This is an optimization exercise on Yosys and OpenROAD, whose aim is small area, not a production implementation. The RTL was checked by simulation tests, not by an equivalence proof against the original design. Power is estimated from default activity; no workload was simulated.

<file path="flow/config.mk">
export PLATFORM = sky130hd
export DESIGN_NAME = TLP_Completer
export DESIGN_NICKNAME = TLP_Completer
export VERILOG_FILES = /design/flow/design.v
export SDC_FILE = /design/flow/constraint.sdc
export NUM_CORES = 8
export LEC_CHECK = 0
export CAP_MARGIN = 20
export CORE_MARGIN = 2
export CORE_UTILIZATION = 40
export SLEW_MARGIN = 20
</file>
<file path="flow/constraint.sdc">
create_clock -name core_clock -period 10.0 [get_ports {clk}]
set_input_delay 2.0000 -clock core_clock [delete_from_list [all_inputs] [get_ports {clk}]]
set_output_delay 2.0000 -clock core_clock [all_outputs]
set_load 0.01 [all_outputs]
</file>
<file path="flow/design.v">
`timescale 1ns / 1ps 
`default_nettype none 
module HardwareSubunit #(
	parameter DELAY = 25
) (
	clk,
	reset,
	in_data,
	next_ready,
	out_data,
	completion_status
);
	input	[34:0] 	in_data;
	input 	clk,
		reset,
		next_ready;
	output reg [31:0] out_data; 	
	output reg [3:0] completion_status;
	reg [63:0]	address; 
	reg [31:0]	middle_in_data,
			old_data;
	reg [9:0]		payload_length; 
	reg [7:0]		TLP_TFMT,	
						delay_counter;	
	reg [1:0]		TLP_counter;	
	reg 	middle_next_ready,
		broken,
		middle_reset,
		size;		
	reg [31:0] out_data_v;
	reg [3:0] completion_status_v;
	reg [63:0] address_v;
	reg [31:0] middle_in_data_v;
	reg [31:0] old_data_v;
	reg [9:0] payload_length_v;
	reg [7:0] TLP_TFMT_v;
	reg [7:0] delay_counter_v;
	reg [1:0] TLP_counter_v;
	reg  middle_next_ready_v;
	reg  broken_v;
	reg  middle_reset_v;
	reg  size_v;
always @(posedge clk)
	begin
		out_data_v = out_data;
		completion_status_v = completion_status;
		address_v = address;
		middle_in_data_v = middle_in_data;
		old_data_v = old_data;
		payload_length_v = payload_length;
		TLP_TFMT_v = TLP_TFMT;
		delay_counter_v = delay_counter;
		TLP_counter_v = TLP_counter;
		middle_next_ready_v = middle_next_ready;
		broken_v = broken;
		middle_reset_v = middle_reset;
		size_v = size;
		middle_in_data_v = in_data[31:0];
		middle_next_ready_v = next_ready;
		middle_reset_v = reset;
		if (middle_reset_v == 1'b1)
		begin
			address_v = 64'b0;
			middle_in_data_v = 32'b0;
			old_data_v = 32'b0;
			payload_length_v = 10'b0;
			TLP_TFMT_v = 8'b0;
			delay_counter_v = 0;
			TLP_counter_v = 2'b0;
			middle_next_ready_v = 1'b0;
			size_v = 1'b0;
			out_data_v = 32'b0;
			completion_status_v = 4'b0;
			broken_v = 1'b0;
		end
		else 
		begin
			if (middle_in_data_v != 0 && payload_length_v == 0 && TLP_counter_v == 0 && delay_counter_v == 0) 
			begin
				TLP_TFMT_v = middle_in_data_v[31:24];
				if (TLP_TFMT_v[4:0] == 5'b00000) 
				begin
					if (TLP_TFMT_v[7:5] == 3'b000) 
					begin
						TLP_counter_v = 2'b10;
						size_v = 1'b0;
					end
					else if (TLP_TFMT_v[7:5] == 3'b001) 
					begin
						TLP_counter_v = 2'b11;
						size_v = 1'b1;
					end
					else if (TLP_TFMT_v[7:5] == 3'b010) 
					begin
						TLP_counter_v = 2'b10;
						size_v = 1'b0;
					end
					else if (TLP_TFMT_v[7:5] == 3'b011) 
					begin
						TLP_counter_v = 2'b11;
						size_v = 1'b1;
					end
					payload_length_v = middle_in_data_v[9:0]; 
				end
				else if (TLP_TFMT_v[4:0] == 5'b00010) 
				begin
					size_v = 1'b0;
					TLP_counter_v = 2'b10;
					payload_length_v = 0;
				end
				else if (TLP_TFMT_v[4:0] == 5'b00100 || TLP_TFMT_v[4:0] == 5'b00101) 
				begin
					size_v = 1'b0;
					TLP_counter_v = 2'b10;
					payload_length_v = 0;
				end
				else 
				begin
					broken_v = 1'b1;
				end
			end
			else if (old_data_v != middle_in_data_v && middle_in_data_v != 0 && TLP_counter_v != 0) 
			begin
				TLP_counter_v = TLP_counter_v - 1'b1;
				if (TLP_TFMT_v[4:0] != 5'b00100 && TLP_TFMT_v[4:0] != 5'b00101) 
				begin
					if (size_v == 1'b1 && TLP_counter_v == 2'b01) 
					begin
						address_v[63:32] = middle_in_data_v;
					end
					if (TLP_counter_v == 2'b00)
					begin
							address_v[31:0] = middle_in_data_v;
							delay_counter_v = DELAY; 
					end
				end
				else 
				begin
					delay_counter_v = DELAY; 
				end
			end
			else if (TLP_counter_v == 0 && (payload_length_v != 0 || delay_counter_v !=0)) 
			begin
				if (TLP_TFMT_v[4:0] == 5'b00000 && (TLP_TFMT_v[7:5] == 3'b000 || TLP_TFMT_v[7:5] == 3'b001)) 
				begin
					if (delay_counter_v != 0)
					begin
						delay_counter_v = delay_counter_v - 1; 
					end
					else if (delay_counter_v == 0 && payload_length_v != 0 && middle_next_ready_v == 1 && out_data_v == 0)
					begin
						out_data_v = ~(address_v[47:16]);
						payload_length_v = payload_length_v - 1'b1;
						completion_status_v = 4'b1000;
					end
					if (payload_length_v == 0)
					begin
						address_v = 64'b0;
						TLP_TFMT_v = 8'b0;
						TLP_counter_v = 2'b0;
						size_v = 1'b0;
					end
				end
				else if ((TLP_TFMT_v[4:0] == 5'b00000 && (TLP_TFMT_v[7:5] == 3'b010 || TLP_TFMT_v[7:5] == 3'b011)) || TLP_TFMT_v[4:0] == 5'b00010 || TLP_TFMT_v[4:0] == 5'b00100 || TLP_TFMT_v[4:0] == 5'b00101) 
				begin
					if (old_data_v != middle_in_data_v && middle_in_data_v != 0 && delay_counter_v == DELAY && payload_length_v != 0)
					begin
						payload_length_v = payload_length_v - 1'b1;
					end
					else if (payload_length_v == 0)
					begin
						delay_counter_v = delay_counter_v - 1; 
					end
					if (middle_next_ready_v == 1 && delay_counter_v == 0)
					begin
						out_data_v = 32'b0;
						completion_status_v = 4'b1000;
						address_v = 64'b0;
						TLP_TFMT_v = 8'b0;
						TLP_counter_v = 2'b0;
						size_v = 1'b0;
					end
				end
			end
			if (old_data_v != middle_in_data_v)
			begin
				old_data_v = middle_in_data_v;
			end
			if (middle_next_ready_v == 0)
			begin
				out_data_v = 32'b0;
				completion_status_v = 4'b0;
			end
		end
		out_data <= out_data_v;
		completion_status <= completion_status_v;
		address <= address_v;
		middle_in_data <= middle_in_data_v;
		old_data <= old_data_v;
		payload_length <= payload_length_v;
		TLP_TFMT <= TLP_TFMT_v;
		delay_counter <= delay_counter_v;
		TLP_counter <= TLP_counter_v;
		middle_next_ready <= middle_next_ready_v;
		broken <= broken_v;
		middle_reset <= middle_reset_v;
		size <= size_v;
	end
endmodule
`timescale 1ns / 1ps
`default_nettype none
module OLR_Ingress (
	clk,
	reset,
	header_in,
	payload_in,
	cs_in,
	sorter_ready,
	ready1,
	ready2,
	ho_valid,
	po_nz,
	h_w1,
	h_len,
	h_w2,
	h_la,
	h_b135,
	h_link,
	p_data
);
	input		clk, reset, cs_in, sorter_ready;
	input [34:0]	header_in;
	input [31:0]	payload_in;
	output reg	ready1, ready2, ho_valid, po_nz;
	output reg [19:0] h_w1;		 
	output reg [9:0] h_len;		 
	output reg [31:0] h_w2;
	output reg [4:0] h_la;		 
	output reg	h_b135;
	output reg [1:0] h_link;
	output reg [31:0] p_data;
	reg		hctl, pctl, rtd, mwctl, mww, hr_valid, p_lk, p_39;
	reg [1:0]	hcnt;
	reg [9:0]	pcnt, mwc;
	reg		r1_v, r2_v, ho_v, po_v, hctl_v, pctl_v, rtd_v, mwctl_v, mww_v, hrv_v, plk_v, p39_v;
	reg [19:0]	w1_v;
	reg [9:0]	len_v;
	reg [31:0]	w2_v, pd_v;
	reg [4:0]	la_v;
	reg		b135_v;
	reg [1:0]	link_v, hcnt_v;
	reg [9:0]	pcnt_v, mwc_v;
	wire		tnz = |header_in;
	wire		pnz = |payload_in;
	always @(posedge clk) begin
		r1_v = ready1; r2_v = ready2; ho_v = ho_valid; po_v = po_nz;
		hctl_v = hctl; pctl_v = pctl; rtd_v = rtd; mwctl_v = mwctl; mww_v = mww;
		hrv_v = hr_valid; plk_v = p_lk; p39_v = p_39;
		w1_v = h_w1; len_v = h_len; w2_v = h_w2; la_v = h_la; b135_v = h_b135; link_v = h_link;
		pd_v = p_data; hcnt_v = hcnt; pcnt_v = pcnt; mwc_v = mwc;
		if (reset) begin
			r1_v = 1'b1; r2_v = 1'b0; ho_v = 1'b0; po_v = 1'b0;
			hctl_v = 1'b0; pctl_v = 1'b0; rtd_v = 1'b0; mwctl_v = 1'b0; mww_v = 1'b0;
			hrv_v = 1'b0; p39_v = 1'b0; hcnt_v = 2'd0; pcnt_v = 10'd0; mwc_v = 10'd0;
		end else begin
			if (!hctl_v && !pctl_v && r1_v && tnz && !mwctl_v) begin
				w1_v = header_in[31:12];
				len_v = header_in[9:0];
				b135_v = header_in[34];
				link_v = header_in[33:32];
				hrv_v = 1'b1;
				hcnt_v = 2'd1;
				hctl_v = 1'b1;
				r1_v = 1'b0;
				if (header_in[28:24] == 5'b00000 && header_in[31:30] == 2'b00) begin
					pctl_v = 1'b1;
					pcnt_v = header_in[9:0];
				end
			end else if (hctl_v && hcnt_v != 2'd0 && r1_v && tnz) begin
				if (hcnt_v == 2'd1) begin
					w2_v = header_in[31:0];
					hcnt_v = 2'd2;
					r1_v = 1'b1;
				end else if (hcnt_v == 2'd2) begin
					if (w1_v[29-12] == 1'b0) begin
						la_v = header_in[6:2];
						r1_v = 1'b0;
						hcnt_v = 2'd0;
					end else begin
						la_v = 5'd0;
						r1_v = 1'b1;
						hcnt_v = 2'd3;
					end
				end else begin
					la_v = header_in[6:2];
					hcnt_v = 2'd0;
					r1_v = 1'b0;
				end
				if (hcnt_v == 2'd0 && !mwctl_v)
					r2_v = 1'b1;
			end
			if (mwctl_v && !r1_v && mwc_v != 10'd0) begin
				r1_v = 1'b1;
				mwc_v = mwc_v - 1'b1;
				if (mwc_v == 10'd0) begin
					mwctl_v = 1'b0;
					mww_v = 1'b1;
					r1_v = 1'b0;
				end
			end else if (mwctl_v && r1_v && tnz) begin
				r1_v = 1'b0;
			end else if (hrv_v && w1_v[28-12:24-12] == 5'b00000 && w1_v[31-12:30-12] == 2'b01 &&
				     hcnt_v == 2'd0 && !mwctl_v && mwc_v == 10'd0 && !mww_v) begin
				mwctl_v = 1'b1;
				mwc_v = len_v + 1'b1;
			end
			if (cs_in && r2_v && hctl_v) begin
				r2_v = 1'b0;
				rtd_v = 1'b1;
				mww_v = 1'b0;
				if (pctl_v) begin
					pd_v = payload_in;
					plk_v = |link_v;
					pcnt_v = pcnt_v - 1'b1;
				end
			end else if (pnz && pctl_v && r2_v && !hctl_v) begin
				pd_v = payload_in;
				plk_v = |link_v;
				pcnt_v = pcnt_v - 1'b1;
				rtd_v = 1'b1;
				p39_v = (pcnt_v != 10'd0);
			end
			if (rtd_v && sorter_ready && hctl_v) begin
				ho_v = 1'b1;
				hctl_v = 1'b0;
				if (!pctl_v) begin
					rtd_v = 1'b0;
					hrv_v = 1'b0;
					r1_v = 1'b1;
				end
			end else if (rtd_v && sorter_ready && pctl_v && !hctl_v && !ho_v) begin
				po_v = (|pd_v) | plk_v | p39_v;
				p39_v = 1'b0;
				rtd_v = 1'b0;
				if (pcnt_v != 10'd0)
					r2_v = 1'b1;
				else begin
					pctl_v = 1'b0;
					r1_v = 1'b1;
					hrv_v = 1'b0;
				end
			end
			if (!sorter_ready) begin
				ho_v = 1'b0;
				po_v = 1'b0;
			end
			if (r1_v && (hcnt_v != 2'd0 || rtd_v) && tnz)
				r1_v = 1'b0;
			else if (!r1_v && hcnt_v != 2'd0 && !tnz)
				r1_v = 1'b1;
			if (r2_v && pnz)
				r2_v = 1'b0;
		end
		ready1 <= r1_v; ready2 <= r2_v; ho_valid <= ho_v; po_nz <= po_v;
		hctl <= hctl_v; pctl <= pctl_v; rtd <= rtd_v; mwctl <= mwctl_v; mww <= mww_v;
		hr_valid <= hrv_v; p_lk <= plk_v; p_39 <= p39_v;
		h_w1 <= w1_v; h_len <= len_v; h_w2 <= w2_v; h_la <= la_v; h_b135 <= b135_v; h_link <= link_v;
		p_data <= pd_v; hcnt <= hcnt_v; pcnt <= pcnt_v; mwc <= mwc_v;
	end
endmodule
`timescale 1ns / 1ps
`default_nettype none
module OLR_Sorter (
	clk,
	reset,
	ho_valid,
	po_nz,
	h_w1,
	h_len,
	h_w2,
	h_la,
	h_b135,
	h_link,
	p_data,
	next_ready,
	ready,
	sorted_nz,
	pass_valid,
	c_known,
	c_mr,
	c_t,
	c_len,
	c_mid,
	c_be,
	c_la,
	c_tag,
	c_rid,
	c_link,
	q_data
);
	input		clk, reset, ho_valid, po_nz, next_ready;
	input [19:0]	h_w1;
	input [9:0]	h_len;
	input [31:0]	h_w2;
	input [4:0]	h_la;
	input		h_b135;
	input [1:0]	h_link;
	input [31:0]	p_data;
	output reg	ready;
	output		sorted_nz;
	output reg	pass_valid;
	output reg	c_known, c_mr;
	output reg [2:0] c_t;
	output reg [9:0] c_len;
	output reg [11:0] c_mid;
	output reg [7:0] c_be;
	output reg [4:0] c_la;
	output reg [7:0] c_tag;
	output reg [15:0] c_rid;
	output reg [1:0] c_link;
	output reg [31:0] q_data;
	reg		hc, pc, rtd, adj_held, anz, sorted_valid, q_nz;
	reg [9:0]	pcount;
	reg		ready_v, pass_v, hc_v, pc_v, rtd_v, held_v, anz_v, sv_v, qnz_v;
	reg		known_v, mr_v;
	reg [2:0]	t_v;
	reg [9:0]	len_v, pcount_v;
	reg [11:0]	mid_v;
	reg [7:0]	be_v, tag_v;
	reg [4:0]	la_v;
	reg [15:0]	rid_v;
	reg [1:0]	link_v;
	reg [31:0]	q_v;
	wire [4:0]	typ = h_w1[28-12:24-12];
	wire [2:0]	fmt = h_w1[31-12:29-12];
	wire		is_mr = typ == 5'b00000 && fmt[2:1] == 2'b00;
	wire		is_known = (typ == 5'b00000 && fmt[2] == 1'b0) || typ == 5'b00010 ||
				   typ == 5'b00100 || typ == 5'b00101;
	assign sorted_nz = sorted_valid & anz;
	always @(posedge clk) begin
		ready_v = ready; pass_v = pass_valid; hc_v = hc; pc_v = pc; rtd_v = rtd;
		held_v = adj_held; anz_v = anz; sv_v = sorted_valid; qnz_v = q_nz;
		known_v = c_known; mr_v = c_mr; t_v = c_t; len_v = c_len; pcount_v = pcount;
		mid_v = c_mid; be_v = c_be; tag_v = c_tag; la_v = c_la; rid_v = c_rid; link_v = c_link;
		q_v = q_data;
		if (reset) begin
			ready_v = 1'b1; pass_v = 1'b0; hc_v = 1'b0; pc_v = 1'b0; rtd_v = 1'b0;
			held_v = 1'b0; sv_v = 1'b0; qnz_v = 1'b0; pcount_v = 10'd0;
		end else begin
			if (ho_valid && ready_v && !hc_v && !pc_v) begin
				known_v = is_known;
				mr_v = is_mr;
				t_v = is_known ? typ[2:0] : 3'd0;
				len_v = is_known ? h_len : 10'd0;
				mid_v = is_known ? h_w1[23-12:12-12] : 12'd0;
				be_v = h_w2[7:0];
				la_v = h_la;
				tag_v = is_known ? h_w2[15:8] : 8'd0;
				rid_v = is_known ? h_w2[31:16] : 16'd0;
				link_v = h_link;
				anz_v = is_known | h_b135 | (|h_link);
				held_v = 1'b1;
				hc_v = 1'b1;
				if (is_mr) begin
					pc_v = 1'b1;
					pcount_v = h_len;
				end
				rtd_v = 1'b1;
			end
			if (rtd_v && next_ready && hc_v) begin
				sv_v = 1'b1;
				held_v = 1'b0;
				hc_v = 1'b0;
				rtd_v = 1'b0;
				ready_v = 1'b1;
			end
			if (pc_v && po_nz && ready_v && !hc_v) begin
				q_v = p_data;
				qnz_v = 1'b1;
				rtd_v = 1'b1;
				pcount_v = pcount_v - 1'b1;
				ready_v = 1'b0;
			end
			if (rtd_v && next_ready && pc_v && !hc_v) begin
				pass_v = 1'b1;
				qnz_v = 1'b0;
				rtd_v = 1'b0;
				ready_v = 1'b1;
				if (pcount_v == 10'd0)
					pc_v = 1'b0;
			end
			if (ready_v && (ho_valid || po_nz))
				ready_v = 1'b0;
			if (!ready_v && !ho_valid && !po_nz && !qnz_v && !(held_v && anz_v))
				ready_v = 1'b1;
			if (!next_ready) begin
				sv_v = 1'b0;
				pass_v = 1'b0;
			end
		end
		ready <= ready_v; pass_valid <= pass_v; hc <= hc_v; pc <= pc_v; rtd <= rtd_v;
		adj_held <= held_v; anz <= anz_v; sorted_valid <= sv_v; q_nz <= qnz_v;
		c_known <= known_v; c_mr <= mr_v; c_t <= t_v; c_len <= len_v; pcount <= pcount_v;
		c_mid <= mid_v; c_be <= be_v; c_tag <= tag_v; c_la <= la_v; c_rid <= rid_v; c_link <= link_v;
		q_data <= q_v;
	end
endmodule
`timescale 1ns / 1ps
`default_nettype none
module OLR_Egress (
	clk,
	reset,
	sorted_nz,
	pass_valid,
	c_known,
	c_mr,
	c_t,
	c_len,
	c_mid,
	c_be,
	c_la,
	c_tag,
	c_rid,
	c_link,
	q_data,
	buffer_ready0,
	buffer_ready1,
	buffer_ready2,
	buffer_ready3,
	ready,
	data_out0,
	data_out1,
	data_out2,
	data_out3
);
	input		clk, reset, sorted_nz, pass_valid;
	input		c_known, c_mr;
	input [2:0]	c_t;
	input [9:0]	c_len;
	input [11:0]	c_mid;
	input [7:0]	c_be;
	input [4:0]	c_la;
	input [7:0]	c_tag;
	input [15:0]	c_rid;
	input [1:0]	c_link;
	input [31:0]	q_data;
	input		buffer_ready0, buffer_ready1, buffer_ready2, buffer_ready3;
	output reg	ready;
	output [34:0]	data_out0, data_out1, data_out2, data_out3;
	reg [32:0]	out0, out1, out2, out3;	 
	assign data_out0 = {out0[32], 2'b00, out0[31:0]};
	assign data_out1 = {out1[32], 2'b00, out1[31:0]};
	assign data_out2 = {out2[32], 2'b00, out2[31:0]};
	assign data_out3 = {out3[32], 2'b00, out3[31:0]};
	reg		known, mr;
	reg [2:0]	t;
	reg [9:0]	len;
	reg [11:0]	mid;
	reg [7:0]	be, tag;
	reg [4:0]	la;
	reg [15:0]	rid;
	reg [31:0]	preg;
	reg [9:0]	pcnt;
	reg [1:0]	hcnt, lane;
	reg		hc, pc, rtd;
	reg [3:0]	stale;
	wire [3:0]	br = {buffer_ready3, buffer_ready2, buffer_ready1, buffer_ready0};
	function [12:0] f_bc;
		input [7:0] be;
		input [9:0] len;
		begin
			casex (be)
				8'b00001xx1: f_bc = 13'd4;
				8'b000001x1: f_bc = 13'd3;
				8'b00001x10: f_bc = 13'd3;
				8'b00000011: f_bc = 13'd2;
				8'b00000110: f_bc = 13'd2;
				8'b00001100: f_bc = 13'd2;
				8'b00000001: f_bc = 13'd1;
				8'b00000010: f_bc = 13'd1;
				8'b00000100: f_bc = 13'd1;
				8'b00001000: f_bc = 13'd1;
				8'b00000000: f_bc = 13'd1;
				8'b1xxxxxx1: f_bc = (len * 3'd4);
				8'b01xxxxx1: f_bc = (len * 3'd4) - 13'd1;
				8'b001xxxx1: f_bc = (len * 3'd4) - 13'd2;
				8'b0001xxx1: f_bc = (len * 3'd4) - 13'd3;
				8'b1xxxxx10: f_bc = (len * 3'd4) - 13'd1;
				8'b01xxxx10: f_bc = (len * 3'd4) - 13'd2;
				8'b001xxx10: f_bc = (len * 3'd4) - 13'd3;
				8'b0001xx10: f_bc = (len * 3'd4) - 13'd4;
				8'b1xxxx100: f_bc = (len * 3'd4) - 13'd2;
				8'b01xxx100: f_bc = (len * 3'd4) - 13'd3;
				8'b001xx100: f_bc = (len * 3'd4) - 13'd4;
				8'b0001x100: f_bc = (len * 3'd4) - 13'd5;
				8'b1xxx1000: f_bc = (len * 3'd4) - 13'd3;
				8'b01xx1000: f_bc = (len * 3'd4) - 13'd4;
				8'b001x1000: f_bc = (len * 3'd4) - 13'd5;
				8'b00011000: f_bc = (len * 3'd4) - 13'd6;
				default: f_bc = 13'd0;
			endcase
		end
	endfunction
	function [1:0] f_lo2;
		input [3:0] be;
		begin
			casex (be)
				4'b0000: f_lo2 = 2'b00;
				4'bxxx1: f_lo2 = 2'b00;
				4'bxx10: f_lo2 = 2'b01;
				4'bx100: f_lo2 = 2'b10;
				4'b1000: f_lo2 = 2'b11;
				default: f_lo2 = 2'b00;
			endcase
		end
	endfunction
	reg [32:0]	o0_v, o1_v, o2_v, o3_v, w_v;
	reg [12:0]	bcount;
	reg [31:0]	word1, word2, word3;
	reg		known_v, mr_v;
	reg [2:0]	t_v;
	reg [9:0]	len_v;
	reg [11:0]	mid_v;
	reg [7:0]	be_v, tag_v;
	reg [4:0]	la_v;
	reg [15:0]	rid_v;
	reg		ready_v, hc_v, pc_v, rtd_v, fire, wr;
	reg [1:0]	hcnt_v, lane_v, fl;
	reg [9:0]	pcnt_v;
	reg [31:0]	preg_v;
	always @(posedge clk) begin
		o0_v = out0; o1_v = out1; o2_v = out2; o3_v = out3;
		ready_v = ready; hc_v = hc; pc_v = pc; rtd_v = rtd;
		hcnt_v = hcnt; lane_v = lane; pcnt_v = pcnt; preg_v = preg;
		w_v = 33'd0; wr = 1'b0;
		known_v = known; mr_v = mr; t_v = t; len_v = len; mid_v = mid;
		be_v = be; la_v = la; tag_v = tag; rid_v = rid;
		if (reset) begin
			o0_v = 33'd0; o1_v = 33'd0; o2_v = 33'd0; o3_v = 33'd0;
			ready_v = 1'b1; hc_v = 1'b0; pc_v = 1'b0; rtd_v = 1'b0;
			hcnt_v = 2'd0; lane_v = 2'd0; pcnt_v = 10'd0; preg_v = 32'd0;
			stale <= 4'd0;
		end else begin
			if (!hc_v && !pc_v && ready_v && sorted_nz) begin
				known_v = c_known; mr_v = c_mr; t_v = c_t; len_v = c_len; mid_v = c_mid;
				be_v = c_be; la_v = c_la; tag_v = c_tag; rid_v = c_rid;
				lane_v = c_link;
				hc_v = 1'b1;
				hcnt_v = 2'd3;
				rtd_v = 1'b1;
				if (c_mr) begin
					pcnt_v = c_len;
					pc_v = 1'b1;
				end
			end
			if (pass_valid && pc_v && ready_v) begin
				preg_v = q_data;
				rtd_v = 1'b1;
			end
			bcount = mr_v ? f_bc(be_v, len_v) : (known_v ? ((t_v == 3'b010) ? 13'd63 : 13'd3) : 13'd0);
			word1 = {1'b0, mr_v, 3'b000, t_v, mid_v, 2'b00, len_v};
			word2 = {{16{known_v}}, 3'b000, bcount};
			word3 = {rid_v, tag_v, 1'b0, mr_v ? la_v : 5'd0, mr_v ? f_lo2(be_v[3:0]) : 2'b00};
			fl = lane_v;
			fire = br[lane_v] && rtd_v && !stale[lane_v];
			if (fire) begin
				if (hcnt_v == 2'd3) begin
					w_v = {1'b1, word1}; wr = 1'b1;
					hcnt_v = 2'd2;
				end else if (hcnt_v == 2'd2) begin
					w_v = {1'b1, word2}; wr = 1'b1;
					hcnt_v = 2'd1;
				end else if (hcnt_v == 2'd1) begin
					w_v = {pc_v, word3}; wr = 1'b1;
					hcnt_v = 2'd0;
				end else if (pc_v && pcnt_v != 10'd0) begin
					pcnt_v = pcnt_v - 1'b1;
					w_v = {pcnt_v != 10'd0, preg_v}; wr = 1'b1;
					preg_v = 32'd0;
				end
				if (hcnt_v == 2'd0 && pcnt_v != 10'd0) begin
					hc_v = 1'b0;
					rtd_v = 1'b0;
					ready_v = 1'b1;
				end else if (hcnt_v == 2'd0 && pcnt_v == 10'd0) begin
					hc_v = 1'b0;
					pc_v = 1'b0;
					lane_v = 2'd0;
					preg_v = 32'd0;
					rtd_v = 1'b0;
					ready_v = 1'b1;
				end
			end
			if (wr) begin
				case (fl)
				2'd0: o0_v = w_v;
				2'd1: o1_v = w_v;
				2'd2: o2_v = w_v;
				default: o3_v = w_v;
				endcase
			end
			o0_v = br[0] ? o0_v : 33'd0;
			o1_v = br[1] ? o1_v : 33'd0;
			o2_v = br[2] ? o2_v : 33'd0;
			o3_v = br[3] ? o3_v : 33'd0;
			stale <= br;
			if (ready_v && rtd_v)
				ready_v = 1'b0;
			if (rtd_v && hc_v && ((|o0_v) || (|o1_v) || (|o2_v) || (|o3_v)))
				rtd_v = 1'b0;
			else if (!rtd_v && hc_v)
				rtd_v = 1'b1;
		end
		out0 <= o0_v; out1 <= o1_v; out2 <= o2_v; out3 <= o3_v;
		ready <= ready_v; hc <= hc_v; pc <= pc_v; rtd <= rtd_v;
		hcnt <= hcnt_v; lane <= lane_v; pcnt <= pcnt_v; preg <= preg_v;
		known <= known_v; mr <= mr_v; t <= t_v; len <= len_v; mid <= mid_v;
		be <= be_v; la <= la_v; tag <= tag_v; rid <= rid_v;
	end
endmodule
`timescale 1ns / 1ps
`default_nettype none
module OLR (
	clk,
	reset,
	header_in,
	payload_in,
	completion_status,
	buffer_ready0,
	buffer_ready1,
	buffer_ready2,
	buffer_ready3,
	data_out0,
	data_out1,
	data_out2,
	data_out3,
	ready_buffer,
	ready_subunit
);
	input [34:0]	header_in;
	input [31:0]	payload_in;
	input [3:0]	completion_status;
	input		clk, reset, buffer_ready0, buffer_ready1, buffer_ready2, buffer_ready3;
	output [34:0]	data_out0, data_out1, data_out2, data_out3;
	output		ready_buffer, ready_subunit;
	wire		ho_valid, po_nz, sorter_ready, sorted_nz, pass_valid, egress_ready;
	wire [19:0]	h_w1;
	wire [9:0]	h_len;
	wire [31:0]	h_w2, p_data, q_data;
	wire [4:0]	h_la;
	wire		h_b135;
	wire [1:0]	h_link;
	wire		c_known, c_mr;
	wire [2:0]	c_t;
	wire [9:0]	c_len;
	wire [11:0]	c_mid;
	wire [7:0]	c_be, c_tag;
	wire [4:0]	c_la;
	wire [15:0]	c_rid;
	wire [1:0]	c_link;
	OLR_Ingress ingress (
		.clk(clk), .reset(reset),
		.header_in(header_in), .payload_in(payload_in), .cs_in(|completion_status),
		.sorter_ready(sorter_ready),
		.ready1(ready_buffer), .ready2(ready_subunit),
		.ho_valid(ho_valid), .po_nz(po_nz),
		.h_w1(h_w1), .h_len(h_len), .h_w2(h_w2), .h_la(h_la), .h_b135(h_b135), .h_link(h_link),
		.p_data(p_data)
	);
	OLR_Sorter sorter (
		.clk(clk), .reset(reset),
		.ho_valid(ho_valid), .po_nz(po_nz),
		.h_w1(h_w1), .h_len(h_len), .h_w2(h_w2), .h_la(h_la), .h_b135(h_b135), .h_link(h_link),
		.p_data(p_data),
		.next_ready(egress_ready),
		.ready(sorter_ready), .sorted_nz(sorted_nz), .pass_valid(pass_valid),
		.c_known(c_known), .c_mr(c_mr), .c_t(c_t), .c_len(c_len), .c_mid(c_mid), .c_be(c_be),
		.c_la(c_la), .c_tag(c_tag), .c_rid(c_rid), .c_link(c_link), .q_data(q_data)
	);
	OLR_Egress egress (
		.clk(clk), .reset(reset),
		.sorted_nz(sorted_nz), .pass_valid(pass_valid),
		.c_known(c_known), .c_mr(c_mr), .c_t(c_t), .c_len(c_len), .c_mid(c_mid), .c_be(c_be),
		.c_la(c_la), .c_tag(c_tag), .c_rid(c_rid), .c_link(c_link), .q_data(q_data),
		.buffer_ready0(buffer_ready0), .buffer_ready1(buffer_ready1),
		.buffer_ready2(buffer_ready2), .buffer_ready3(buffer_ready3),
		.ready(egress_ready),
		.data_out0(data_out0), .data_out1(data_out1), .data_out2(data_out2), .data_out3(data_out3)
	);
endmodule
`timescale 1ns / 1ps
`default_nettype none
module TLP_Completer (
	clk,
	reset,
	in_data,
	in_ready,
	buffer_ready0,
	buffer_ready1,
	buffer_ready2,
	buffer_ready3,
	out_data0,
	out_data1,
	out_data2,
	out_data3
);
	input		clk,
			reset,
			buffer_ready0,
			buffer_ready1,
			buffer_ready2,
			buffer_ready3;
	input [34:0]	in_data;		 
	output		in_ready;		 
	output [34:0]	out_data0,		 
			out_data1,
			out_data2,
			out_data3;
	wire [31:0]	payload;
	wire [3:0]	completion_status;
	wire		ready_subunit;
	HardwareSubunit #(
		25
	) HardwareSubunit1 (
		.clk(clk),
		.reset(reset),
		.in_data(in_data),
		.next_ready(ready_subunit),
		.out_data(payload),
		.completion_status(completion_status)
	);
	OLR OLR1 (
		.clk(clk),
		.reset(reset),
		.header_in(in_data),
		.payload_in(payload),
		.completion_status(completion_status),
		.buffer_ready0(buffer_ready0),
		.buffer_ready1(buffer_ready1),
		.buffer_ready2(buffer_ready2),
		.buffer_ready3(buffer_ready3),
		.data_out0(out_data0),
		.data_out1(out_data1),
		.data_out2(out_data2),
		.data_out3(out_data3),
		.ready_buffer(in_ready),
		.ready_subunit(ready_subunit)
	);
endmodule
</file>
<file path="flow/run.sh">
#!/bin/bash
# synth_recipe.tcl (not shown) runs the flow's synth.tcl, then flattens the netlist and writes it again
# the make line also repeats each setting of config.mk as NAME=value (left out here)
make -C /OpenROAD-flow-scripts/flow DESIGN_CONFIG=/design/flow/config.mk WORK_HOME=/design/flow/orfs CLKGATE_MAP_FILE= SYNTH_SCRIPT=/design/flow/synth_recipe.tcl finish
</file>
==> results of run 1 <==
==> final timing paths <==
check                       start                   to  slack (ns)  depth (start not counted)
min          OLR1.ingress.h_w2[7]  OLR1.sorter.c_be[7]        0.42                          0
min reg2reg  OLR1.ingress.h_w2[7]  OLR1.sorter.c_be[7]        0.42                          0
max reg2reg     OLR1.egress.ready      OLR1.egress.rtd        3.84                         14
max             OLR1.egress.ready      OLR1.egress.rtd        3.84                         14
==> power by group through the flow <==
| stage | logic (uW) | registers, uW | clock network, uW |
|---|---|---|---|
| 2_1_floorplan | 1040 | 2950 | 0 |
| 3_3_place_gp | 1370 | 3010 | 0 |
| 3_5_place_dp | 1380 | 3010 | 0 |
| 4_1_cts | 1380 | 2960 | 2720 |
| 5_1_grt | 1540 | 2970 | 2820 |
| 6_report | 1400 | 2960 | 2680 |
==> layout by cell type (no fill, tap or decap), types with 61 or more instances in the layout <==
master / synthesis / layout
nand2_1: 636 / 633
dfxtp_1: 362 / 361
nor2_1: 329 / 324
a21oi_1: 286 / 286
edfxtp_1: 266 / 266
clkdlybuf4s50_1: 0 / 172
nor3_1: 110 / 106
o21ai_0: 101 / 101
and2_1: 94 / 94
nand3_1: 74 / 74
clkbuf_16: 0 / 74
mux2i_1: 66 / 66
buf_4: 16 / 61
==> state kept, by name (all words and copies together) (netlist names), 32 cells and up <==
signal	flops
OLR1.sorter.q_data	32
HardwareSubunit1.address	32
OLR1.egress.out3	33
OLR1.egress.out2	33
HardwareSubunit1.out_data	32
OLR1.egress.out0	33
OLR1.ingress.p_data	32
HardwareSubunit1.old_data	32
OLR1.ingress.h_w2	32
OLR1.egress.preg	32
OLR1.egress.out1	33
==> cells in the mapped netlist, types with 33 or more instances <==
cell	number
dfxtp_1	362
a31oi_1	37
nor4_1	60
a211oi_1	33
mux2i_1	66
nor2_1	329
buf_2	37
nand3_1	74
nor2b_1	50
o21ai_0	101
clkbuf_1	160
and2_1	94
a21oi_1	286
inv_1	51
nor3_1	110
xnor2_1	59
edfxtp_1	266
nand2_1	636
==> per-stage QoR <==
stage / total power (uW) / cell area (sq um) / hold WS, ns
2_1_floorplan: 3990 / 30500 / 0.400
3_3_place_gp: 4380 / 33000 / 0.403
3_5_place_dp: 4390 / 33000 / 0.406
4_1_cts: 7060 / 35400 / 0.418
5_1_grt: 7330 / 35400 / 0.418
6_report: 7040 / 35400 / 0.418
==> cell type report <==
class                      count  share of cell area, %
antenna                        1                0.00707
clock buffer                  99                   5.87
clock inverter                29                  0.958
inverter                      51                  0.555
multi-input combinational   2491                   39.9
sequential                   628                   43.1
tap                          978                   3.46
timing repair buffer         233                   6.16
==> routing by layer <==
metal	global-route usage (%)	part of all wire, %	vias to the layer above
met5	0	0	-
met4	9.38	3.7	0
met3	4.26	7.6	218
met2	41.2	46	1081
met1	35.8	43	12700
li1	-	-	12300
==> critical path, cell delays in order (launching register included) <==
cell and delay [ns]:
dfxtp_1 0.58, nor2b_2 0.24, nand2_1 0.47, mux2i_1 0.43
ha_1 0.35, nor3b_1 0.56, a311o_1 0.47, a21o_1 0.46
o221ai_1 0.34, o311ai_1 0.54, o311ai_0 0.23, a2111oi_0 0.41
nand4_1 0.15, or4_1 0.55, o31ai_1 0.27
==> cells by family (layout without fill, tap and decap cells) <==
group | after synthesis | in the layout
xor gates and xnor gates | 86 | 86
and+or+nand+nor | 1571 | 1571
buffers and inverters | 282 | 412
DFF | 628 | 628
AOI/OAI and AO/OA | 710 | 710
muxes | 99 | 99
other | 1 | 9
adders and majority gates | 17 | 17
==> summary.md, run 1 <==
| Metric | Value |
|---|---|
| Core Area | `~76000 sq um` |
| RSZ-0062 raised after global routing | `false` |
| Ranking of synthesized cells by area | `edfxtp_1, dfxtp_1, nand2_1, a21oi_1, nor2_1` |
| Min cycle time layout | `6.16 ns` |
| Yosys top cell by area | `edfxtp_1` |
| Root Driver | `clkbuf_16` |
| IO Pins | `about 180` |
| Setup crit end kind | `flip-flop` |
| Max_cap viols | `0` |
| Ys async rst share | `0%` |
| Multiplexer area fraction after synthesis | `3.41%` |
| Yosys warns | `4` |
| Sink Count | `628` |
| Setup bufs post-CTS | `0` |
| Proportion of power drawn by flip-flops and latches | `42.1%` |
| Mean post-synth cell area | `8.97 sq um` |
| Simple-gate area share of the yosys netlist | `between 20% and 30%` |
| Hold Vio Cnt, Final | `0` |
| Hold_buf cts | `0` |
| Synth Flop Type | `dfxtp_1` |
| Die ar. | `78300 sq um` |
| Place WS | `3.50 ns` |
| Fin util | `46.8%` |
| Post-synth EDFFs | `266` |
| Largest family of logic cells by synthesized area | `simple AND/OR/NAND/NOR gates` |
| Initial Util | `around 40%` |
| Layout Nets | `3531` |
| Count of input and output buffers | `approximately 170` |
| Comb pwr share | `around a fifth` |
| Distinct cells, synth | `94` |
| Max-slew violation count | `0` |
| Area taken by multi-input logic gates | `14100 sq um` |
| Final wirelength | `104 mm` |
| RePlAce Congestion | `~0.99` |
| Gr ovfl total | `0` |
| First-pass GRT wire length | `approximately 160 mm` |
| Layout area overhead | `16.3%` |
| Slew @ Worst Pin | `~1.2 ns` |
| P_sw | `about 2200 uW` |
| Wire per inst | `23.0 um` |
| Worst Skew | `roughly 0.037 ns` |
| Worst-path fanout max | `19` |
| Setup TNS | `0 ns` |
| Worst hold path class | `reg -> reg` |
| Number of antenna violations at the first check in global routing | `1` |
| Fin crit share | `about three fifths` |
| XOR/XNOR Fraction of Synth Area | `between 2 and 2.5%` |
| Kind of critical path | `reg -> reg` |
| Via count | `approximately 26000` |
| Sequential Area | `roughly 15000 sq um` |
| Clock Path Buffers | `3` |
| Via count of the first global-routing pass | `24600` |
| # fillers | `7256` |
| Largest net degree at the start of global routing | `85` |
| CP Data Arrival Time | `6.68 ns` |
| Chip Height | `approximately 280 um` |
| Via-per-instance ratio | `5.84` |
| Detailed Place HPWL | `72.5 mm` |
| Switching share of power | `30.8%` |
| Share of layout cells above drive strength 1 | `under 10%` |
| Drt pass-1 iters | `9` |
| Final ANT Viol Nets | `0` |
| Power per cell area | `199 nW/um^2` |
| Drt first-iter violations | `about 2900` |
| Top cell type's share of synthesized area | `roughly a quarter` |
| TritonCTS clock tree | `yes` |
| H-tree levels | `3` |
| DP Cell Count | `4381` |
| Clk network pwr share | `about two fifths` |
| Clk Latency, worst-skew pair | `0.63 ns` |
| F_max | `~160 MHz` |
| Slew headroom | `22.3%` |
| Synth Instances | `3394` |
| # rows | `slightly above 100` |
| Endpoints failing setup | `0` |
| P_int | `approximately 4900 uW` |
| Required time of the critical path | `between 10 and 15 ns` |
| Clk slew on worst S/H paths | `~0.060 ns` |
| Status | `complete, no violations` |
| DRC errors left | `0` |
| Max VDD drop | `between 200 and 300 uV` |
| Die W | `between 200 and 300 um` |
| Cts repair resizes | `0` |
| Complex-gate fraction of the synthesized area | `15.0%` |
| Startpoint types | `flip-flop` |
| Final worst slack | `3.84 ns` |
| Num CTS Buffers | `70` |
| Register area share after synthesis | `between 50% and 60%` |
| Adder-Cell Fraction of Synth Area | `0.682%` |
| Total leakage power | `0.0128 uW` |
| Total Routing Usage GR | `26.0%` |
| FF+latch count, synth | `628` |
| Post-Syn Area | `30400 sq um` |
| Final Instance Count excl. Fillers | `4510` |
==> inputs of run 2 (changes only) <==
--- a/flow/design.v
+++ b/flow/design.v
@@ -1,5 +1,5 @@
-`timescale 1ns / 1ps 
-`default_nettype none 
+`timescale 1ns / 1ps
+`default_nettype none
 module HardwareSubunit #(
 	parameter DELAY = 25
 ) (
@@ -10,201 +10,114 @@
 	out_data,
 	completion_status
 );
-	input	[34:0] 	in_data;
-	input 	clk,
-		reset,
-		next_ready;
-	output reg [31:0] out_data; 	
-	output reg [3:0] completion_status;
-	reg [63:0]	address; 
-	reg [31:0]	middle_in_data,
-			old_data;
-	reg [9:0]		payload_length; 
-	reg [7:0]		TLP_TFMT,	
-						delay_counter;	
-	reg [1:0]		TLP_counter;	
-	reg 	middle_next_ready,
-		broken,
-		middle_reset,
-		size;		
-	reg [31:0] out_data_v;
-	reg [3:0] completion_status_v;
-	reg [63:0] address_v;
-	reg [31:0] middle_in_data_v;
-	reg [31:0] old_data_v;
-	reg [9:0] payload_length_v;
-	reg [7:0] TLP_TFMT_v;
-	reg [7:0] delay_counter_v;
-	reg [1:0] TLP_counter_v;
-	reg  middle_next_ready_v;
-	reg  broken_v;
-	reg  middle_reset_v;
-	reg  size_v;
-always @(posedge clk)
-	begin
-		out_data_v = out_data;
-		completion_status_v = completion_status;
-		address_v = address;
-		middle_in_data_v = middle_in_data;
-		old_data_v = old_data;
-		payload_length_v = payload_length;
-		TLP_TFMT_v = TLP_TFMT;
-		delay_counter_v = delay_counter;
-		TLP_counter_v = TLP_counter;
-		middle_next_ready_v = middle_next_ready;
-		broken_v = broken;
-		middle_reset_v = middle_reset;
-		size_v = size;
-		middle_in_data_v = in_data[31:0];
-		middle_next_ready_v = next_ready;
-		middle_reset_v = reset;
-		if (middle_reset_v == 1'b1)
-		begin
-			address_v = 64'b0;
-			middle_in_data_v = 32'b0;
-			old_data_v = 32'b0;
-			payload_length_v = 10'b0;
-			TLP_TFMT_v = 8'b0;
-			delay_counter_v = 0;
-			TLP_counter_v = 2'b0;
-			middle_next_ready_v = 1'b0;
-			size_v = 1'b0;
-			out_data_v = 32'b0;
-			completion_status_v = 4'b0;
-			broken_v = 1'b0;
-		end
-		else 
-		begin
-			if (middle_in_data_v != 0 && payload_length_v == 0 && TLP_counter_v == 0 && delay_counter_v == 0) 
-			begin
-				TLP_TFMT_v = middle_in_data_v[31:24];
-				if (TLP_TFMT_v[4:0] == 5'b00000) 
-				begin
-					if (TLP_TFMT_v[7:5] == 3'b000) 
-					begin
-						TLP_counter_v = 2'b10;
-						size_v = 1'b0;
-					end
-					else if (TLP_TFMT_v[7:5] == 3'b001) 
-					begin
-						TLP_counter_v = 2'b11;
-						size_v = 1'b1;
-					end
-					else if (TLP_TFMT_v[7:5] == 3'b010) 
-					begin
-						TLP_counter_v = 2'b10;
-						size_v = 1'b0;
-					end
-					else if (TLP_TFMT_v[7:5] == 3'b011) 
-					begin
-						TLP_counter_v = 2'b11;
-						size_v = 1'b1;
-					end
-					payload_length_v = middle_in_data_v[9:0]; 
-				end
-				else if (TLP_TFMT_v[4:0] == 5'b00010) 
-				begin
+	input	[34:0]	in_data;
+	input		clk, reset, next_ready;
+	output	[31:0]	out_data;
+	output	[3:0]	completion_status;
+	localparam [1:0] C_MR = 2'd0, C_MW = 2'd1, C_CFG = 2'd2, C_OTHER = 2'd3;
+	reg		cs, ov, ohv, hiv, size;
+	reg [15:0]	hi, lo;			 
+	reg [31:0]	old_data;
+	reg [9:0]	pl;
+	reg [1:0]	cls;			 
+	reg [7:0]	dc;
+	reg [1:0]	tc;
+	assign out_data = ov ? ~{ohv ? hi : 16'h0000, lo} : 32'h0;
+	assign completion_status = {cs, 3'b000};
+	wire [31:0]	d = in_data[31:0];
+	wire		dnz = |d;
+	wire		chg = old_data != d;
+	wire		onz = |out_data;
+	wire [4:0]	typ = d[28:24];
+	wire [2:0]	fmt = d[31:29];
+	reg		cs_v, ov_v, ohv_v, hiv_v, size_v;
+	reg [15:0]	hi_v, lo_v;
+	reg [9:0]	pl_v;
+	reg [1:0]	cls_v, tc_v;
+	reg [7:0]	dc_v;
+	always @(posedge clk) begin
+		cs_v = cs; ov_v = ov; ohv_v = ohv; hiv_v = hiv; size_v = size;
+		hi_v = hi; lo_v = lo; pl_v = pl; cls_v = cls; tc_v = tc; dc_v = dc;
+		if (reset) begin
+			cs_v = 1'b0; ov_v = 1'b0; hiv_v = 1'b0; size_v = 1'b0;
+			pl_v = 10'd0; cls_v = C_MR; tc_v = 2'd0; dc_v = 8'd0;
+			old_data <= 32'd0;
+		end else begin
+			if (dnz && pl_v == 10'd0 && tc_v == 2'd0 && dc_v == 8'd0) begin
+				if (typ == 5'b00000) begin
+					cls_v = (fmt[2:1] == 2'b00) ? C_MR : ((fmt[2:1] == 2'b01) ? C_MW : C_OTHER);
+					if (fmt[2] == 1'b0) begin
+						tc_v = fmt[0] ? 2'd3 : 2'd2;
+						size_v = fmt[0];
+					end
+					pl_v = d[9:0];
+				end else if (typ == 5'b00010) begin
+					cls_v = C_MW;
 					size_v = 1'b0;
-					TLP_counter_v = 2'b10;
-					payload_length_v = 0;
-				end
-				else if (TLP_TFMT_v[4:0] == 5'b00100 || TLP_TFMT_v[4:0] == 5'b00101) 
-				begin
+					tc_v = 2'd2;
+					pl_v = 10'd0;
+				end else if (typ == 5'b00100 || typ == 5'b00101) begin
+					cls_v = C_CFG;
 					size_v = 1'b0;
-					TLP_counter_v = 2'b10;
-					payload_length_v = 0;
+					tc_v = 2'd2;
+					pl_v = 10'd0;
+				end else begin
+					cls_v = C_OTHER;
 				end
-				else 
-				begin
-					broken_v = 1'b1;
-				end
-			end
-			else if (old_data_v != middle_in_data_v && middle_in_data_v != 0 && TLP_counter_v != 0) 
-			begin
-				TLP_counter_v = TLP_counter_v - 1'b1;
-				if (TLP_TFMT_v[4:0] != 5'b00100 && TLP_TFMT_v[4:0] != 5'b00101) 
-				begin
-					if (size_v == 1'b1 && TLP_counter_v == 2'b01) 
-					begin
-						address_v[63:32] = middle_in_data_v;
-					end
-					if (TLP_counter_v == 2'b00)
-					begin
-							address_v[31:0] = middle_in_data_v;
-							delay_counter_v = DELAY; 
+			end else if (chg && dnz && tc_v != 2'd0) begin
+				tc_v = tc_v - 1'b1;
+				if (cls_v != C_CFG) begin
+					if (size_v && tc_v == 2'd1) begin
+						hi_v = d[15:0];
+						hiv_v = 1'b1;
+					end
+					if (tc_v == 2'd0) begin
+						lo_v = d[31:16];
+						dc_v = DELAY;
 					end
+				end else begin
+					dc_v = DELAY;
 				end
-				else 
-				begin
-					delay_counter_v = DELAY; 
-				end
-			end
-			else if (TLP_counter_v == 0 && (payload_length_v != 0 || delay_counter_v !=0)) 
-			begin
-				if (TLP_TFMT_v[4:0] == 5'b00000 && (TLP_TFMT_v[7:5] == 3'b000 || TLP_TFMT_v[7:5] == 3'b001)) 
-				begin
-					if (delay_counter_v != 0)
-					begin
-						delay_counter_v = delay_counter_v - 1; 
-					end
-					else if (delay_counter_v == 0 && payload_length_v != 0 && middle_next_ready_v == 1 && out_data_v == 0)
-					begin
-						out_data_v = ~(address_v[47:16]);
-						payload_length_v = payload_length_v - 1'b1;
-						completion_status_v = 4'b1000;
-					end
-					if (payload_length_v == 0)
-					begin
-						address_v = 64'b0;
-						TLP_TFMT_v = 8'b0;
-						TLP_counter_v = 2'b0;
+			end else if (tc_v == 2'd0 && (pl_v != 10'd0 || dc_v != 8'd0)) begin
+				if (cls_v == C_MR) begin
+					if (dc_v != 8'd0) begin
+						dc_v = dc_v - 1'b1;
+					end else if (pl_v != 10'd0 && next_ready && !onz) begin
+						ov_v = ~&{hiv_v ? hi_v : 16'h0000, lo_v};
+						ohv_v = hiv_v;
+						pl_v = pl_v - 1'b1;
+						cs_v = 1'b1;
+					end
+					if (pl_v == 10'd0) begin
+						hiv_v = 1'b0;
+						cls_v = C_MR;
+						tc_v = 2'd0;
 						size_v = 1'b0;
 					end
-				end
-				else if ((TLP_TFMT_v[4:0] == 5'b00000 && (TLP_TFMT_v[7:5] == 3'b010 || TLP_TFMT_v[7:5] == 3'b011)) || TLP_TFMT_v[4:0] == 5'b00010 || TLP_TFMT_v[4:0] == 5'b00100 || TLP_TFMT_v[4:0] == 5'b00101) 
-				begin
-					if (old_data_v != middle_in_data_v && middle_in_data_v != 0 && delay_counter_v == DELAY && payload_length_v != 0)
-					begin
-						payload_length_v = payload_length_v - 1'b1;
-					end
-					else if (payload_length_v == 0)
-					begin
-						delay_counter_v = delay_counter_v - 1; 
-					end
-					if (middle_next_ready_v == 1 && delay_counter_v == 0)
-					begin
-						out_data_v = 32'b0;
-						completion_status_v = 4'b1000;
-						address_v = 64'b0;
-						TLP_TFMT_v = 8'b0;
-						TLP_counter_v = 2'b0;
+				end else if (cls_v != C_OTHER) begin
+					if (chg && dnz && dc_v == DELAY && pl_v != 10'd0) begin
+						pl_v = pl_v - 1'b1;
+					end else if (pl_v == 10'd0) begin
+						dc_v = dc_v - 1'b1;
+					end
+					if (next_ready && dc_v == 8'd0) begin
+						ov_v = 1'b0;
+						cs_v = 1'b1;
+						hiv_v = 1'b0;
+						cls_v = C_MR;
+						tc_v = 2'd0;
 						size_v = 1'b0;
 					end
 				end
 			end
-			if (old_data_v != middle_in_data_v)
-			begin
-				old_data_v = middle_in_data_v;
-			end
-			if (middle_next_ready_v == 0)
-			begin
-				out_data_v = 32'b0;
-				completion_status_v = 4'b0;
+			if (!next_ready) begin
+				ov_v = 1'b0;
+				cs_v = 1'b0;
 			end
+			old_data <= d;
 		end
-		out_data <= out_data_v;
-		completion_status <= completion_status_v;
-		address <= address_v;
-		middle_in_data <= middle_in_data_v;
-		old_data <= old_data_v;
-		payload_length <= payload_length_v;
-		TLP_TFMT <= TLP_TFMT_v;
-		delay_counter <= delay_counter_v;
-		TLP_counter <= TLP_counter_v;
-		middle_next_ready <= middle_next_ready_v;
-		broken <= broken_v;
-		middle_reset <= middle_reset_v;
-		size <= size_v;
+		cs <= cs_v; ov <= ov_v; ohv <= ohv_v; hiv <= hiv_v; size <= size_v;
+		hi <= hi_v; lo <= lo_v; pl <= pl_v; cls <= cls_v; tc <= tc_v; dc <= dc_v;
 	end
 endmodule
 `timescale 1ns / 1ps
@@ -563,7 +476,7 @@
 	reg [9:0]	pcnt;
 	reg [1:0]	hcnt, lane;
 	reg		hc, pc, rtd;
-	reg [3:0]	stale;
+	reg [3:0]	stale, onz, onz_v;
 	wire [3:0]	br = {buffer_ready3, buffer_ready2, buffer_ready1, buffer_ready0};
 	function [12:0] f_bc;
 		input [7:0] be;
@@ -632,13 +545,13 @@
 		o0_v = out0; o1_v = out1; o2_v = out2; o3_v = out3;
 		ready_v = ready; hc_v = hc; pc_v = pc; rtd_v = rtd;
 		hcnt_v = hcnt; lane_v = lane; pcnt_v = pcnt; preg_v = preg;
-		w_v = 33'd0; wr = 1'b0;
+		w_v = 33'd0; wr = 1'b0; onz_v = onz;
 		known_v = known; mr_v = mr; t_v = t; len_v = len; mid_v = mid;
 		be_v = be; la_v = la; tag_v = tag; rid_v = rid;
 		if (reset) begin
-			o0_v = 33'd0; o1_v = 33'd0; o2_v = 33'd0; o3_v = 33'd0;
+			o0_v = 33'd0; o1_v = 33'd0; o2_v = 33'd0; o3_v = 33'd0; onz_v = 4'd0;
 			ready_v = 1'b1; hc_v = 1'b0; pc_v = 1'b0; rtd_v = 1'b0;
-			hcnt_v = 2'd0; lane_v = 2'd0; pcnt_v = 10'd0; preg_v = 32'd0;
+			hcnt_v = 2'd0; lane_v = 2'd0; pcnt_v = 10'd0;
 			stale <= 4'd0;
 		end else begin
 			if (!hc_v && !pc_v && ready_v && sorted_nz) begin
@@ -676,7 +589,6 @@
 				end else if (pc_v && pcnt_v != 10'd0) begin
 					pcnt_v = pcnt_v - 1'b1;
 					w_v = {pcnt_v != 10'd0, preg_v}; wr = 1'b1;
-					preg_v = 32'd0;
 				end
 				if (hcnt_v == 2'd0 && pcnt_v != 10'd0) begin
 					hc_v = 1'b0;
@@ -686,34 +598,34 @@
 					hc_v = 1'b0;
 					pc_v = 1'b0;
 					lane_v = 2'd0;
-					preg_v = 32'd0;
 					rtd_v = 1'b0;
 					ready_v = 1'b1;
 				end
 			end
 			if (wr) begin
 				case (fl)
-				2'd0: o0_v = w_v;
-				2'd1: o1_v = w_v;
-				2'd2: o2_v = w_v;
-				default: o3_v = w_v;
+				2'd0: begin o0_v = w_v; onz_v[0] = |w_v; end
+				2'd1: begin o1_v = w_v; onz_v[1] = |w_v; end
+				2'd2: begin o2_v = w_v; onz_v[2] = |w_v; end
+				default: begin o3_v = w_v; onz_v[3] = |w_v; end
 				endcase
 			end
 			o0_v = br[0] ? o0_v : 33'd0;
 			o1_v = br[1] ? o1_v : 33'd0;
 			o2_v = br[2] ? o2_v : 33'd0;
 			o3_v = br[3] ? o3_v : 33'd0;
+			onz_v = onz_v & br;
 			stale <= br;
 			if (ready_v && rtd_v)
 				ready_v = 1'b0;
-			if (rtd_v && hc_v && ((|o0_v) || (|o1_v) || (|o2_v) || (|o3_v)))
+			if (rtd_v && hc_v && (|onz_v))
 				rtd_v = 1'b0;
 			else if (!rtd_v && hc_v)
 				rtd_v = 1'b1;
 		end
 		out0 <= o0_v; out1 <= o1_v; out2 <= o2_v; out3 <= o3_v;
 		ready <= ready_v; hc <= hc_v; pc <= pc_v; rtd <= rtd_v;
-		hcnt <= hcnt_v; lane <= lane_v; pcnt <= pcnt_v; preg <= preg_v;
+		hcnt <= hcnt_v; lane <= lane_v; pcnt <= pcnt_v; preg <= preg_v; onz <= onz_v;
 		known <= known_v; mr <= mr_v; t <= t_v; len <= len_v; mid <= mid_v;
 		be <= be_v; la <= la_v; tag <= tag_v; rid <= rid_v;
 	end
==> run 2 against run 1 <==
Compared with the run above:
- count of clock-buffer cells in the layout grew 3
- final area is 7.1% lower
- via count down 14%
- critical path type is now in -> reg
- critical endpoint is now OLR1.ingress.mwc[2]
- highest routed layer unchanged
==> summary.md, run 2 <==
| Metric | Value |
|---|---|
| Ranking of synthesized cells by area | `edfxtp_1, dfxtp_1, nand2_1, a21oi_1, nor2_1` |
| Distinct cells, synth | `106 (+13%)` |
| Simple-gate area share of the yosys netlist | `21.0% (-3.5 points)` |
| Worst Hold Slack | `0.412 ns (-0.00632 ns)` |
| Chip Height | `270 um (-3.6%)` |
| F_max | `144 MHz (-11%)` |
| Worst path slowest cell | `nand2_1` |
| Cts repair resizes | `0 (unchanged)` |
| First-pass GRT wire length | `135 mm (-14%)` |
| Yosys top cell by area | `edfxtp_1` |
| Hold_buf cts | `0 (unchanged)` |
| Top cell type's share of synthesized area | `35.2% (+9.0 points)` |
| HP Start | `OLR1.ingress.h_w2[3]` |
| Num CTS Buffers | `68 (-2.9%)` |
| Worst Skew | `0.0236 ns (-0.0135 ns)` |
| Via-per-instance ratio | `5.64 (-3.4%)` |
| RR Startpoint | `OLR1.egress.ready` |
| Slew headroom | `23.0% (+0.75 points)` |
| Sink Count | `598 (-4.8%)` |
| Hold Path Stages | `0 (unchanged)` |
| DRC errors left | `0 (unchanged)` |
| Synth Flop Type | `edfxtp_1` |
| Max VDD drop | `141 uV (-44%)` |
| IO Pins | `182 (unchanged)` |
| CP Data Arrival Time | `7.38 ns (+0.70 ns)` |
| Gr ovfl total | `0 (unchanged)` |
| Drt pass-1 iters | `5 (-4)` |
| Required time of the critical path | `10.46 ns (-0.06 ns)` |
| Final Instance Count excl. Fillers | `4024 (-11%)` |
| H-tree levels | `3 (unchanged)` |
| Status | `complete, no violations` |
| Via count | `22700 (-14%)` |
| Total Routing Usage GR | `23.7% (-2.3 points)` |
| Post-Syn Area | `28200 sq um (-7.3%)` |
| Setup bufs post-CTS | `0 (unchanged)` |
| Worst R2R Path Depth | `16 (+2)` |
| Crit-path leading delay family | `simple AND/OR/NAND/NOR gates` |
| TritonCTS clock tree | `yes` |
| Max_cap viols | `0 (unchanged)` |
| Setup crit end kind | `flip-flop` |
| Detailed Place HPWL | `62.9 mm (-13%)` |
| Share of layout cells above drive strength 1 | `7.65% (+0.32 points)` |
| Initial Util | `40.4% (+0.17 points)` |
| Final wirelength | `88.0 mm (-15%)` |
| Most common cell after layout, fill and taps aside | `nand2_1` |
| RSZ-0062 raised after global routing | `false` |
| Power per cell area | `189 nW/um^2 (-5.0%)` |
| Max-slew violation count | `0 (unchanged)` |
| Worst R2R End | `OLR1.egress.rtd` |
| Post-synth EDFFs | `331 (+24%)` |
| Count of input and output buffers | `173 (unchanged)` |
| Clk Latency, worst-skew pair | `0.62 ns (about the same)` |
| Complex-gate fraction of the synthesized area | `13.5% (-1.5 points)` |
| Min cycle time layout | `6.92 ns (+0.760 ns)` |
| Total leakage power | `0.0116 uW (-9.7%)` |
| Die ar. | `72700 sq um (-7.1%)` |
| Fin crit share | `69.2% (+7.6 points)` |
| R2r setup slk | `3.73 ns (-0.11 ns)` |
| Top post-synthesis cells by count | `nand2_1, edfxtp_1, dfxtp_1, a21oi_1, nor2_1` |
| Startpoint types | `input port` |
| CP peak stage delay | `0.98 ns (+0.40 ns)` |
| Antenna Cells | `0 (-1)` |
| Die W | `270 um (-3.6%)` |
| Mean post-synth cell area | `9.70 sq um (+8.1%)` |
| Layout area overhead | `16.4%` |
| CP most frequent cell | `nand2_1` |
| Adder-Cell Fraction of Synth Area | `0.789% (+0.11 points)` |
| Worst hold path class | `reg -> reg` |
| RePlAce Congestion | `0.947 (-4.4%)` |
| Core Area | `69900 sq um (-7.6%)` |
| CP Buf/Inv Count | `1 (+1)` |
| FF+latch count, synth | `598 (-4.8%)` |
| Root Driver | `clkbuf_16` |
| XOR/XNOR Fraction of Synth Area | `2.85% (+0.38 points)` |
| Clk slew on worst S/H paths | `0.06 ns (about the same)` |
| Multiplexer area fraction after synthesis | `3.98% (+0.57 points)` |
| DP Cell Count | `3905 (-11%)` |
| Endpoints failing setup | `0 (unchanged)` |
| Ys async rst share | `0% (unchanged)` |
| Slew @ Worst Pin | `1.14 ns (-0.0262 ns)` |
| Synth Instances | `2911 (-14%)` |
| Setup TNS | `0 ns (unchanged)` |
| Hold Vio Cnt, Final | `0 (unchanged)` |
| Yosys warns | `4 (unchanged)` |
| Via count of the first global-routing pass | `21800 (-11%)` |
| Largest family of logic cells by synthesized area | `simple AND/OR/NAND/NOR gates` |
| Wire per inst | `21.9 um (-4.8%)` |
| Worst-path fanout max | `22 (+3)` |
| Largest net degree at the start of global routing | `112 (+32%)` |
| Clock Path Buffers | `3 (unchanged)` |
| Most frequent cells in the layout | `nand2_1, edfxtp_1, dfxtp_1` |
| Hold path endpoint | `OLR1.sorter.c_be[3]` |
| Count leader, synth | `nand2_1` |
| Kind of critical path | `in -> reg` |
| Drt first-iter violations | `2097 (-27%)` |
| CP cell instances | `clkdlybuf4s50_1, nor3_4, and4_1, nand4_1, nand2_1, nand2_1, nand2_1, or4b_2, o21ai_2, o21ai_0, a22oi_1, nor2_1` |
| # rows | `97 (-4.0%)` |
| Layout Nets | `3093 (-12%)` |
| Final ANT Viol Nets | `0 (unchanged)` |
| Number of antenna violations at the first check in global routing | `0 (-1)` |
| Register area share after synthesis | `54.1% (+4.1 points)` |
[run 2: cell types whose count changed after synthesis, sizes merged, moves of 19 or more]
cell | previous run | this run
dfxtp | 362 | 267
a21oi | 286 | 225
nor3 | 113 | 85
clkbuf | 160 | 114
edfxtp | 266 | 331
nand3 | 75 | 49
nor3b | 23 | 4
or4 | 30 | 11
nor2 | 329 | 188
nor4 | 61 | 32
[run 2: cell type report]
cell class	instances	area [sq um]
repair buffers	220	2090
clock inverters	17	208
multi-input cells	2081	12000
inverters	66	253
well taps	940	1180
clock buffers	102	1880
fillers	6545	37000
flip-flops and latches	598	15300
[run 2: report_power, final]
group,switching [uW],internal [uW]
logic,600,344
clock network,1030,1370
registers,123,2750
total,1750,4460
[run 2: worst max-delay path by stage]
stage / start / endpoint / slack (ns) / depth (start not counted)
final: in_data[2] / OLR1.ingress.mwc[2] / 3.08 / 12
after global routing: in_data[2] / OLR1.ingress.mwc[2] / 2.67 / 12
after CTS: in_data[23] / OLR1.ingress.mwc[2] / 3.11 / 12
after detailed placement: in_data[23] / OLR1.ingress.mwc[2] / 2.48 / 12
after global placement: in_data[23] / OLR1.ingress.mwc[2] / 2.63 / 12
after floorplan: reset / OLR1.sorter.c_be[0] / 0.95 / 5
[run 2: per-layer routing]
| layer | track usage [%] | vias up | share of wire [%] |
|---|---|---|---|
| met1 | 31.7 | 11000 | 43 |
| met2 | 38.8 | 886 | 47 |
| met4 | 8.55 | 0 | 3.5 |
| met5 | 0 | - | 0 |
| met3 | 3.74 | 166 | 6.1 |
| li1 | - | 10600 | - |
[run 2: worst register-to-register path, cell delays in order (launching register included)]
cell	delay, ns
dfxtp_1	0.66
and2b_1	0.74
nand2_4	0.42
mux2i_1	0.42
ha_1	0.50
nor4b_2	0.32
nand3_1	0.33
a22oi_1	0.34
buf_4	0.27
o41ai_1	0.24
a2111oi_0	0.37
nand4_1	0.21
o41ai_1	0.40
nand4b_1	0.36
nor3_1	0.33
o22ai_1	0.14
a21oi_1	0.15
[run 2: cells by family (layout without fill, tap and decap cells)]
| group | count (synthesis) | count (layout) |
|---|---|---|
| compound gates | 599 | 599 |
| buf+inv | 239 | 405 |
| simple gates | 1260 | 1260 |
| xor+xnor | 92 | 92 |
| other cells | 1 | 8 |
| fa+ha+maj | 18 | 18 |
| mux | 104 | 104 |
| flops | 598 | 598 |
[run 2: through the flow]
step / cell area, sq um / util, % / total power, uW / setup WS, ns
after floorplan: 28300 / - / 3560 / 0.949
after global placement: 30800 / 44.0 / 3830 / 2.63
after detailed placement: 30800 / 44.0 / 3850 / 2.48
after CTS: 32900 / 47.0 / 6250 / 3.11
after global routing: 32900 / 47.0 / 6470 / 2.67
final: 32900 / 47.0 / 6210 / 3.08
==> inputs of run 3 (changes only) <==
--- a/flow/config.mk
+++ b/flow/config.mk
@@ -5,6 +5,7 @@
 export SDC_FILE = /design/flow/constraint.sdc
 export NUM_CORES = 8
 export LEC_CHECK = 0
+export ABC_AREA = 1
 export CAP_MARGIN = 20
 export CORE_MARGIN = 2
 export CORE_UTILIZATION = 40
==> run 3 against run 2 <==
Compared with the run above:
- still clean on timing, DRC and antenna
- non-clock buffer count shrank 20
- setup slack improved by 0.38 ns
- clock skew decreased by 0.0026 ns
- combinational power increased by 42%
- die area fell by 0.99%
- register-to-register slack better by 1.4 ns
- count of clock-buffer cells in the layout shrank 8
- cell count grew 7.5%
- largest cell class unchanged
- highest routed layer unchanged
==> summary.md, run 3 <==
| Metric | Value |
|---|---|
| # rows | `96 (-1.0%)` |
| Share of layout cells above drive strength 1 | `8.16% (+0.51 points)` |
| Top sig layer | `met4` |
| Worst-path fanout max | `61 (+180%)` |
| Ys async rst share | `0% (unchanged)` |
| Yosys warns | `4 (unchanged)` |
| Clk slew on worst S/H paths | `0.06 ns (about the same)` |
| Startpoint types | `input port` |
| Max VDD drop | `194 uV (+38%)` |
| CP Data Arrival Time | `7.04 ns (-0.34 ns)` |
| Core Area | `68900 sq um (-1.4%)` |
| Via-per-instance ratio | `5.11 (-9.4%)` |
| Final worst slack | `3.46 ns (+0.378 ns)` |
| Setup bufs post-CTS | `0 (unchanged)` |
| Final wirelength | `80.1 mm (-9.1%)` |
| Mean post-synth cell area | `8.71 sq um (-10%)` |
| CP most frequent cell | `nand2_1` |
| H-tree levels | `3 (unchanged)` |
| Top post-synthesis cells by count | `nand2_1, inv_1, nor2_1, edfxtp_1, dfxtp_1` |
| Total leakage power | `0.0136 uW (+17%)` |
| Hold Vio Cnt, Final | `0 (unchanged)` |
| Post-Syn Area | `28000 sq um (-1.0%)` |
| CP peak stage delay | `0.56 ns (-0.42 ns)` |
| Clk Latency, worst-skew pair | `0.61 ns (about the same)` |
| RePlAce Congestion | `0.927 (-2.1%)` |
| Post-synth EDFFs | `331 (unchanged)` |
| Fin crit share | `65.4% (-3.8 points)` |
| Status | `complete, no violations` |
| Die W | `268 um (-0.50%)` |
| Hold_buf cts | `0 (unchanged)` |
| HP Start | `OLR1.ingress.h_w2[1]` |
| Number of antenna violations at the first check in global routing | `2 (+2)` |
| Worst R2R End | `OLR1.egress.rtd` |
| Gr ovfl total | `0 (unchanged)` |
==> run 3: cell count changes in the layout (fill, tap and decap cells not counted), sizes merged, moves of 33 or more <==
cell / before / now
nor2: 188 / 364
nor3: 85 / 41
mux2i: 60 / 8
nand2: 620 / 684
nand3: 49 / 126
xnor2: 70 / 19
and3: 40 / 5
inv: 71 / 385
and2: 83 / 9
nor2b: 43 / 0
o21ai: 122 / 299
xor2: 22 / 55
==> run 3: through the flow <==
| stage | area (sq um) | std cells | power, uW | utilization (%) |
|---|---|---|---|---|
| 4_1_cts | 32600 | 4324 | 6700 | 47.3 |
| 3_3_place_gp | 30400 | 4202 | 4180 | 44.1 |
| 6_report | 32600 | 4325 | 6670 | 47.3 |
| 5_1_grt | 32600 | 4325 | 7000 | 47.3 |
| 2_1_floorplan | 28000 | 3217 | 3830 | - |
| 3_5_place_dp | 30400 | 4202 | 4180 | 44.1 |
==> run 3: power breakdown <==
| group | internal [uW] | leakage, uW | switching (uW) |
|---|---|---|---|
| registers | 2730 | 0.00528 | 79.0 |
| clock network | 1490 | 0.00109 | 1030 |
| logic | 432 | 0.00720 | 909 |
| total | 4660 | 0.0136 | 2010 |
==> run 3: cells by family after synthesis <==
| logic type | share of synthesized area, % |
|---|---|
| other cells | 0.0134 |
| compound gates | 12.3 |
| xor+xnor | 2.32 |
| fa+ha+maj | 0.761 |
| simple gates | 21.0 |
| buf+inv | 7.87 |
| mux | 1.05 |
| flops | 54.7 |
==> run 3: cell type report <==
type	instances	share of cell area, %
Clock buffer	94	5.83
Clock inverter	28	1.03
Inverter	385	4.45
Multi-Input combinational cell	2089	32.3
Sequential cell	598	46.8
Tap cell	931	3.57
Timing Repair Buffer	200	6.00
==> run 3: worst max-delay path, delay by kind of cell <==
| kind | cells | cell delay, ns |
|---|---|---|
| and+or+nand+nor | 17 | 3.18 |
| buffers and inverters | 5 | 1.72 |
| AOI/OAI and AO/OA | 1 | 0.11 |
==> run 3: worst max path at each step <==
stage | depth (start not counted) | end | start
3_3_place_gp | 23 | OLR1.ingress.po_nz | in_data[27]
5_1_grt | 23 | OLR1.ingress.po_nz | in_data[30]
3_5_place_dp | 23 | OLR1.ingress.po_nz | in_data[30]
6_report | 23 | OLR1.ingress.po_nz | in_data[30]
2_1_floorplan | 5 | OLR1.ingress.h_w2[0] | reset
4_1_cts | 23 | OLR1.ingress.po_nz | in_data[30]
==> run 3: layer usage <==
layer / global-route usage, % / vias to the layer above
met1: 30.8 / 10300
li1: - / 10900
met2: 34.6 / 756
met3: 4.23 / 135
met5: 0 / -
met4: 7.63 / 0

[afterwards: timing with drivers on the ports]
In the flow no input, the clock included, has a driving cell. The finished layouts below were timed again as built, in two steps.
Step 1 assumes that a clkbuf_16 drives the clock port and a buf_2 every other input.
Step 2, shift: input delay + t, output delay - t, t = (earliest + latest rising clock arrival at the registers) / 2. This alone moves slack from input paths to output paths.
Three values: ideal ports, drivers, drivers and shift; two values: the first two.
run | shift t [ns] | slack for setup (ns)
run 1 | 0.674 | 3.839 / 3.839 / 3.442
run 2 | 0.667 | 3.079 / 3.118 / 2.451
run 3 | 0.663 | 3.457 / 3.497 / 2.834
After both steps setup and hold are still met in every run listed.
